This is an optimization exercise on Yosys and OpenROAD, whose aim is small area and a short achievable clock period, not a production implementation. Function was checked by simulation only, so behaviour that the tests miss may differ from the original. Power figures rest on the tool's default switching activity, not on a simulated workload.

## pepper
// barrel_shifter
module barrel_shifter (
    input  logic        i_clk,
    input  logic        i_signed,
    input  logic        i_shift_left,
    input  logic [4:0]  i_shift_amt,
    input  logic [31:0] i_data,
    output logic [31:0] o_data
);
==> flow/config.mk <==
export PLATFORM = sky130hd
export DESIGN_NAME = barrel_shifter
export DESIGN_NICKNAME = barrel_shifter
export VERILOG_FILES = /design/flow/design.v
export SDC_FILE = /design/flow/constraint.sdc
export NUM_CORES = 4
export LEC_CHECK = 0
export CAP_MARGIN = 20
export CORE_MARGIN = 2
export CORE_UTILIZATION = 40
export GPL_TIMING_DRIVEN = 0
export SLEW_MARGIN = 20
export SYNTH_HIERARCHICAL = 1
export SYNTH_MINIMUM_KEEP_SIZE = 0
==> flow/constraint.sdc <==
create_clock -name core_clock -period 3.5 [get_ports {i_clk}]
set_input_delay 0.7000 -clock core_clock [delete_from_list [all_inputs] [get_ports {i_clk}]]
set_output_delay 0.7000 -clock core_clock [all_outputs]
set_load 0.01 [all_outputs]
standard.sh (not shown) runs the stock make flow with config.mk's settings and CLKGATE_MAP_FILE= SYNTH_SCRIPT=/design/flow/synth_recipe.tcl, a recipe that flattens the netlist after the stock synthesis.
==> flow/flow/run.sh <==
#!/bin/bash
set -e
here=$(pwd)
export BUFFER_PORTS_ARGS="-buffer_cell sky130_fd_sc_hd__buf_1"
export POST_FLOORPLAN_TCL="$here/flow/post_floorplan.tcl"
export PRE_RESIZE_TCL="$here/flow/pre_resize.tcl"
bash standard.sh > standard.log 2>&1
==> flow/flow/post_floorplan.tcl <==
# Synthesis maps some shifter-stage cells at drive strength 2; each drives
# only two gates, so use drive strength 1.
foreach inst [[ord::get_db_block] getInsts] {
  set m [[$inst getMaster] getName]
  if { [regexp {^sky130_fd_sc_hd__(a22oi|a221oi|o221ai|o22ai)_[24]$} $m -> base] } {
    $inst swapMaster [[ord::get_db] findMaster "sky130_fd_sc_hd__${base}_1"]
  }
}
==> flow/flow/pre_resize.tcl <==
# Size each combinational driver by the load it drives: the shifter's select
# lines and the input buffers of the control ports drive 10 to 40 gates, the
# data path only 2. Loads count 1 per pin, 3 per pin of a cell of drive 4 or
# more. Gates are sized first, then the input buffers, so that the buffers see
# the final gate sizes. Flip-flops are left alone.
set db [ord::get_db]
proc load_of { inst } {
  foreach it [$inst getITerms] {
    if { [$it isOutputSignal] } {
      set net [$it getNet]
      if { $net == "NULL" } { return 0 }
      set n [llength [$net getBTerms]]
      foreach l [$net getITerms] {
        if { [$l isOutputSignal] } { continue }
        if { [regexp {_([0-9]+)$} [[[$l getInst] getMaster] getName] -> s] && $s >= 4 } {
          incr n 3
        } else {
          incr n
        }
      }
      return $n
    }
  }
  return 0
}
proc size_inst { inst } {
  set caps {1 3 2 6 4 12 6 20 8 1000}
  set m [[$inst getMaster] getName]
  if { ![regexp {^sky130_fd_sc_hd__([a-z0-9]+)_([0-9]+)$} $m -> base size] } { return }
  if { [string match "df*" $base] || [string match "tap*" $base] || [string match "clk*" $base] } { return }
  set fo [load_of $inst]
  set best ""
  foreach {s cap} $caps {
    set cand [[ord::get_db] findMaster "sky130_fd_sc_hd__${base}_$s"]
    if { $cand == "NULL" } { continue }
    set best $cand
    if { $fo <= $cap } { break }
  }
  if { $best != "" && [$best getName] != $m } {
    puts "resize [$inst getName]: $m -> [$best getName] (load $fo)"
    $inst swapMaster $best
  }
}
set bufs {}
foreach inst [[ord::get_db_block] getInsts] {
  if { [string match "input*" [$inst getName]] } {
    lappend bufs $inst
  } else {
    size_inst $inst
  }
}
foreach inst $bufs { size_inst $inst }
### pepper -> umber
- changing CORE_UTILIZATION from 40 to 65
diff --git a/flow/flow/pre_resize.tcl b/flow/flow/pre_resize.tcl
--- a/flow/flow/pre_resize.tcl
+++ b/flow/flow/pre_resize.tcl
@@ -26,3 +26,3 @@
 proc size_inst { inst } {
-  set caps {1 3 2 6 4 12 6 20 8 1000}
+  set caps {1 3 2 6 4 20 6 30 8 1000}
   set m [[$inst getMaster] getName]
Results
umber ended up with a lower power share of the combinational group than pepper did.
Library cell contributing the largest single delay on the critical path = xnor2_1: umber; library cell contributing the largest single delay on the critical path = o22ai_1: pepper
Relative to pepper, via total after detailed routing increased by 67 in umber.
Changes observed in umber relative to pepper: half-perimeter wire length after detailed placement fell about 2.8%, upper clock frequency limit went up.
Relative to umber, the following input files were edited for violet:
diff --git a/flow/flow/run.sh b/flow/flow/run.sh
--- a/flow/flow/run.sh
+++ b/flow/flow/run.sh
@@ -6,2 +6,4 @@
 export PRE_RESIZE_TCL="$here/flow/pre_resize.tcl"
+# the standard CTS arguments, plus -dont_use_dummy_load
+export CTS_ARGS="-sink_clustering_enable -repair_clock_nets -dont_use_dummy_load"
 bash standard.sh > standard.log 2>&1
### Flow results
- The final layouts of violet and umber pass the timing, design-rule and antenna checks.
- [violet] post-layout instance count excluding filler cells fell 3 relative to umber
- On vias after detailed routing: between violet and umber, it ends up higher for violet.
- Fmax in violet is 0.38% higher than in umber
### violet -> ember
diff --git a/flow/flow/run.sh b/flow/flow/run.sh
--- a/flow/flow/run.sh
+++ b/flow/flow/run.sh
@@ -6,3 +6,3 @@
 export PRE_RESIZE_TCL="$here/flow/pre_resize.tcl"
-# the standard CTS arguments, plus -dont_use_dummy_load
+# CTS without dummy balancing loads (cells with no output, area only)
 export CTS_ARGS="-sink_clustering_enable -repair_clock_nets -dont_use_dummy_load"
Results
- ember: all stages complete, timing, DRC and antenna checks passed
- ember against violet: hold buffer count at CTS comparable; total power comparable; clock buffer instance count of the final layout comparable; sequential cell count comparable.
- Area used by multi-input combinational logic: ember vs violet identical

re-timing with driven ports:
In the flow no input, the clock included, has a driving cell. The finished layouts below were timed again as built, in two steps.
Step 1 (the two cells are an assumption about what drives the block):
set clk [get_ports {i_clk}]
set_driving_cell -lib_cell sky130_fd_sc_hd__clkbuf_16 $clk
set_driving_cell -lib_cell sky130_fd_sc_hd__buf_2 [delete_from_list [all_inputs] $clk]
Step 2 moves the port delays by t, midway between the first and last clock arrival at a register: inputs arrive t later, outputs are due t later. That takes back most of the time a late clock gives input paths.
a / b / c = ideal ports / drivers / drivers and shift; a / b = the first two.
run | t, ns | slack for setup (ns) | latest minus earliest clock arrival (ns) | worst register clock-pin slew, ns | worst slew at a driven data input, ns
pepper | 0.308 | 1.324 / 1.314 / 1.006 | 0.006 / 0.006 | 0.07 / 0.07 | 0.05
umber | 0.320 | 1.348 / 1.341 / 1.022 | 0.013 / 0.013 | 0.08 / 0.08 | 0.05
violet | 0.310 | 1.356 / 1.348 / 1.038 | 0.016 / 0.016 | 0.07 / 0.07 | 0.05
ember | 0.310 | 1.356 / 1.348 / 1.038 | 0.016 / 0.016 | 0.07 / 0.07 | 0.05
After both steps every run listed still meets setup and hold. The setup slack of umber, which loses most, moves by -0.007 ns with the drivers and by -0.326 ns with both steps.
